This is an optimization exercise on Yosys and OpenROAD, whose aim is small area and a short achievable clock period, not a production implementation. Where RTL was checked, it was by simulation tests only, not by an equivalence proof against the original. Power and IR drop assume default switching activity.

## run 1
==> flow/design.v (excerpt) <==
module m6502_org (clk, addr, dataenb, datai, datao, irq_n, nmi_n, sob_n, res_n,
   rdy, vpa, sync, we_n);
Size in the first run: about 170 flip-flops.
make LEC_CHECK=0 ABC_AREA=1 CAP_MARGIN=20 CORE_MARGIN=2 CORE_UTILIZATION=40 SLEW_MARGIN=20 finish   # period 14.0 ns
run.sh (not shown) runs the stock make flow with config.mk's settings and CLKGATE_MAP_FILE= SYNTH_SCRIPT=/design/flow/synth_recipe.tcl, a recipe that flattens the netlist after the stock synthesis.
## Diff of input files: run 2 against run 1
- SLEW_MARGIN: 20 -> 60
- CAP_MARGIN: 20 -> 60
==> comparison <==
- Run 2 ends up with a share of total power in sequential cells that is 0.2 points lower than in run 1.
- Re final max-slew violation count: no difference whatsoever between run 1 and run 2.
- Count of cells resized by post-cts repair: run 1 vs run 2 identical
- On global-route usage, run 2 tracks run 1 almost exactly.
- A source of the critical timing path of datai[4] is what run 1 shows, while jreg[3] belongs to run 2.
- Non-clock buffer instance count of the final layout (run 1 / run 2): 0.875
- [run 2 vs run 1] sequential share of cell area: lower in run 2
- Where cell area after layout is concerned, run 1 is better than run 2.
- The switching power total in run 2 sits 0.91% above the value recorded for run 1.
- NOTE: total wire length in run 2 exceeds that of run 1
- Utilization of the core after routing sits higher in run 2 than in run 1.

Another version of the RTL of m6502_org (not shown whole).
For scale: ~170 flip-flops, roughly 42 I/O pins.
Settings: LEC_CHECK=0, ABC_AREA=1, CAP_MARGIN=60, CORE_MARGIN=2, CORE_UTILIZATION=40, SLEW_MARGIN=60; clock period 14.0 ns.
Edit:
Settings changed: ABC_AREA 1 to default, CAP_MARGIN 60 to 20, SLEW_MARGIN 60 to 20.
After rerunning: Clock-buffer cell count came out lower by 1. Utilization came out lower by 0.31 points. Total power fell by 1.4%. Design area grows by 6.2%. Final cell count goes down by 11%. Global-route usage increases by 2.2 points.

Setup of job 5692:
Another version of the RTL of m6502_org (not shown whole).
Size: ~1500 cells after synthesis, roughly 42 I/O pins, ~0.013 mm² of cells after synthesis.
==> flow/config.mk <==
export PLATFORM = sky130hd
export DESIGN_NAME = m6502_org
export DESIGN_NICKNAME = m6502_org
export VERILOG_FILES = /design/flow/design.v
export SDC_FILE = /design/flow/constraint.sdc
export NUM_CORES = 4
export LEC_CHECK = 0
export CAP_MARGIN = 20
export CORE_MARGIN = 2
export CORE_UTILIZATION = 40
export SLEW_MARGIN = 20
==> flow/constraint.sdc <==
create_clock -name core_clock -period 14.0 [get_ports {clk}]
set_input_delay 2.8000 -clock core_clock [delete_from_list [all_inputs] [get_ports {clk}]]
set_output_delay 2.8000 -clock core_clock [all_outputs]
set_load 0.01 [all_outputs]
Setup changes, job 5692 to job 9346
Settings: an added ABC_AREA of 1.
--- outcome ---
Compared with job 5692, in job 9346 total number of cells along the worst setup path shows an increase of 6; upper clock frequency limit shows an increase of 16 MHz; wire length of the first global-routing pass shows a reduction of 6.0%; post-synthesis mux area share shows a reduction of 4.8 points; routability congestion estimate from global placement shows an increase of about 6%. Taking job 9346 as 1.0, job 5692 lands at 0.875 on synthesized cell count. Of the two values seen for dominant combinational cell family by area after synthesis, simple AND/OR/NAND/NOR gates was produced by job 9346 and compound AO/OA/AOI/OAI gates by job 5692. Job 9346 gives more clock power share than job 5692 did. When job 9346 is set beside job 5692, its antenna cell count turns out to be 2 smaller. Across both runs, standard cell core area was lower for job 9346 than for job 5692. Compared job 9346 against job 5692; effective utilization at floorplan within noise.
Input changes introduced in job 1524 (baseline for comparison: job 9346):
Settings: SLEW_MARGIN: 20 -> 60; CAP_MARGIN: 20 -> 60.
--- outcome ---
- Job 1524: all stages complete, timing, DRC and antenna checks passed
- From job 9346 to job 1524, post-synthesis compound-gate area fraction did not move at all.
- Fmax of job 1524 exceeds that of job 9346 by a few percent.
- Diff job 9346 -> job 1524: switching power of the nets has increased, highest ir drop seen on vdd fell by about 10%.
No run of this note included a check of the RTL's function; only the layout flow was run.

== job 101 ==
m6502_org, a different RTL version from the one above (not shown whole).
Size: roughly 2000 cells after synthesis, roughly 170 flip-flops, about 14000 sq um of cells after synthesis.
==> flow/config.mk <==
export PLATFORM = sky130hd
export DESIGN_NAME = m6502_org
export DESIGN_NICKNAME = m6502_org
export VERILOG_FILES = /design/flow/design.v
export SDC_FILE = /design/flow/constraint.sdc
export NUM_CORES = 4
export LEC_CHECK = 0
export ABC_AREA = 1
export CAP_MARGIN = 20
export CORE_MARGIN = 2
export CORE_UTILIZATION = 50
export CTS_BUF_LIST = sky130_fd_sc_hd__clkbuf_8 sky130_fd_sc_hd__clkbuf_16
export SLEW_MARGIN = 20
==> flow/constraint.sdc <==
create_clock -name core_clock -period 14.0 [get_ports {clk}]
set_input_delay 2.8000 -clock core_clock [delete_from_list [all_inputs] [get_ports {clk}]]
set_output_delay 2.8000 -clock core_clock [all_outputs]
set_load 0.01 [all_outputs]
Job 101 went all the way through synthesis, placement and routing and the layout is clean on timing, DRC and antenna.
> inputs changed (job 101 -> job 102)
Settings: clearing CTS_BUF_LIST, which used to be sky130_fd_sc_hd__clkbuf_8 sky130_fd_sc_hd__clkbuf_16; swapping 50 for 40 in CORE_UTILIZATION.
In job 102 relative to job 101, maximum vdd drop had gone up by more than 10%.
For job 102, the uppermost metal layer occupied by signal nets was met5, unlike job 101, where it was met4.
Job 102 vs job 101 on routed metal-1 wire length: job 102 is the higher one.
Re minimum clock period: job 101 was lower than job 102.
The non-clock buffer count reported for job 102 is greater than that of job 101 by 3.8%.
Going from job 101 to job 102, the first-pass GRT wire length was found to have gone up by about 4%.
Lower worst path setup slack after routing among job 102 and job 101: job 102
STATUS number of vias after detailed routing: job 102 wins against job 101
Job 102 ends up with a transition time at the pin with the least slew margin that is 110 ps higher than in job 101.
Of job 102 and job 101, the higher clock network power share belongs to job 101.
Setup changes, job 102 to job 103
Settings: CORE_UTILIZATION now 60, was 40.
## What came out
For job 102 and job 103, there was not a single run that failed to finish clean.
Compared with job 102, job 103 ends up with a smaller final cell area.
Between job 102 and job 103, the portion of the layout cell area used by non-clock buffers figures differ only marginally.
Going from job 102 to job 103, via count of the first global-routing pass shows an increase of 1007; setup slack after layout shows an increase of 110 ps; standby leakage power shows no meaningful change; met1 global-route usage shows an increase of 16 points.
Job 103 and job 102 ended up with roughly the same clock skew.
Against job 102, job 103 comes in 15 points higher on overall fraction of global-route tracks in use.
Job 103 vs job 102, combinational fraction of design power went up by 0.4 points.
Clock share of power: job 103 vs job 102, no meaningful difference
The inputs of job 104 differ from those of job 103 as listed below.
Settings: CORE_UTILIZATION now 50, was 60.
==> comparison <==
Job 104 finished all stages; the layout is clean. Summary of job 104 over job 103: count of fill cells added during filler insertion now sits higher, full die area now sits higher, wire length reported by the detailed router now sits at about the same level, first-pass iteration count of the detailed router now sits lower. On final net count, job 104 and job 103 are neck and neck. Job 104 vs job 103 on register-to-register slack: job 104 is the higher one. Job 104 vs. job 103: flop and latch count out of synthesis was more or less identical, number of buffers and inverters on the critical path increased by 1 relative to the old numbers. Number of cells on the critical path is lower on job 104. Job 104 and job 103 ended up with nearly the same fmax.

m6502_org, a different RTL version from the one above (not shown whole).
Size in the first run: roughly 2100 cells after synthesis, about 180 flip-flops, roughly 42 I/O pins, about 15000 um^2 of cells after synthesis.
Design m6502_org, start of the top module:
module m6502_org (clk, addr, dataenb, datai, datao, irq_n, nmi_n, sob_n, res_n,
   rdy, vpa, sync, we_n);
==> flow/config.mk <==
export PLATFORM = sky130hd
export DESIGN_NAME = m6502_org
export DESIGN_NICKNAME = m6502_org
export VERILOG_FILES = /design/flow/design.v
export SDC_FILE = /design/flow/constraint.sdc
export NUM_CORES = 4
export LEC_CHECK = 0
export ABC_AREA = 1
export CAP_MARGIN = 50
export CORE_MARGIN = 2
export CORE_UTILIZATION = 40
export SLEW_MARGIN = 50
==> flow/constraint.sdc <==
create_clock -name core_clock -period 14.0 [get_ports {clk}]
set_input_delay 2.8000 -clock core_clock [delete_from_list [all_inputs] [get_ports {clk}]]
set_output_delay 2.8000 -clock core_clock [all_outputs]
set_load 0.01 [all_outputs]
Rerun with:
- CAP_MARGIN: 50 -> 20
- SLEW_MARGIN: 50 -> 20
The new run passed the timing, DRC and antenna checks.
Count of clock-buffer cells in the layout fell by 1.
Non-clock buffer count fell by 4.
Maximum frequency fell by 1.0%.
Clock skew rose by 4.9 ps.
Global-route usage stays flat.
No run of this note included a check of the RTL's function; only the layout flow was run.

Another version of the RTL of m6502_org (not shown whole).
Size: ~1900 cells after synthesis, about 42 I/O pins.
Settings: LEC_CHECK=0, ABC_AREA=1, CAP_MARGIN=60, CORE_MARGIN=2, CORE_UTILIZATION=40, SLEW_MARGIN=60; clock period 14.0 ns.
The starting point went through all stages and came out clean.
Then changed:
CAP_MARGIN = 20   (was 60)
SLEW_MARGIN = 20   (was 60)
Die area stays the same.
Global-route usage barely changes.
Worst setup slack gains 0.0084 ns.
Core utilization falls by 1.1 points.
Clock skew rises by 0.0033 ns.
Sequential power rises by about 1%.
Clock power falls by about 6%.
Total power falls by 2.6%.
Register-to-register slack loses 0.19 ns.
Count of clock-buffer cells in the layout is unchanged.
Routed wire length falls by 0.85%.

## re-timing with driven ports
Ports are ideal in the flow. The routed layouts listed here were re-timed in OpenROAD. Step 1 assumes that a clkbuf_16 drives the clock port and a buf_2 every other input. Step 2 also shifts input and output timing later by t, the mid clock arrival at the registers, as if the neighbouring blocks saw the same clock. Slacks: no drivers / after step 1 / after step 2; pairs: no drivers / after step 1.
run	t, ns	slack for setup (ns)	hold slack, ns	latest minus earliest clock arrival (ns)	worst register clock-pin slew, ns
run 1	0.509	8.387 / 8.410 / 7.912	0.352 / 0.352 / 0.352	0.012 / 0.012	0.08 / 0.08
run 2	0.500	8.405 / 8.351 / 7.963	0.351 / 0.351 / 0.351	0.021 / 0.021	0.08 / 0.08
the first run of note 2	0.504	7.374 / 7.405 / 6.900	0.381 / 0.381 / 0.381	0.017 / 0.017	0.09 / 0.09
the second run of note 2	0.548	5.717 / 5.740 / 5.193	0.386 / 0.386 / 0.386	0.023 / 0.023	0.09 / 0.09
job 5692	0.482	4.155 / 4.105 / 4.587	0.358 / 0.358 / 0.358	0.018 / 0.018	0.08 / 0.08
job 9346	0.488	5.528 / 5.477 / 5.966	0.357 / 0.357 / 0.357	0.015 / 0.015	0.07 / 0.07
job 1524	0.489	5.816 / 5.764 / 6.253	0.354 / 0.354 / 0.354	0.021 / 0.021	0.08 / 0.08
job 101	0.498	8.518 / 8.467 / 8.390	0.360 / 0.360 / 0.360	0.025 / 0.025	0.09 / 0.09
job 102	0.507	8.417 / 8.364 / 8.333	0.355 / 0.355 / 0.355	0.020 / 0.020	0.08 / 0.08
job 103	0.499	8.526 / 8.473 / 8.611	0.365 / 0.365 / 0.365	0.019 / 0.020	0.09 / 0.09
job 104	0.498	8.518 / 8.467 / 8.390	0.360 / 0.360 / 0.360	0.025 / 0.025	0.09 / 0.09
the first run of note 5	0.498	8.571 / 8.515 / 8.432	0.353 / 0.353 / 0.353	0.017 / 0.016	0.08 / 0.08
the second run of note 5	0.506	8.516 / 8.461 / 8.545	0.352 / 0.352 / 0.352	0.021 / 0.021	0.09 / 0.09
the first run of note 6	0.497	7.542 / 7.489 / 7.512	0.385 / 0.385 / 0.385	0.014 / 0.014	0.08 / 0.08
the second run of note 6	0.500	7.551 / 7.495 / 7.407	0.387 / 0.387 / 0.387	0.018 / 0.017	0.08 / 0.08
After both steps setup and hold are still met in every run listed. For the second run of note 2, which loses most, drivers alone change the setup slack by +0.023 ns; drivers and shift together by -0.524 ns.
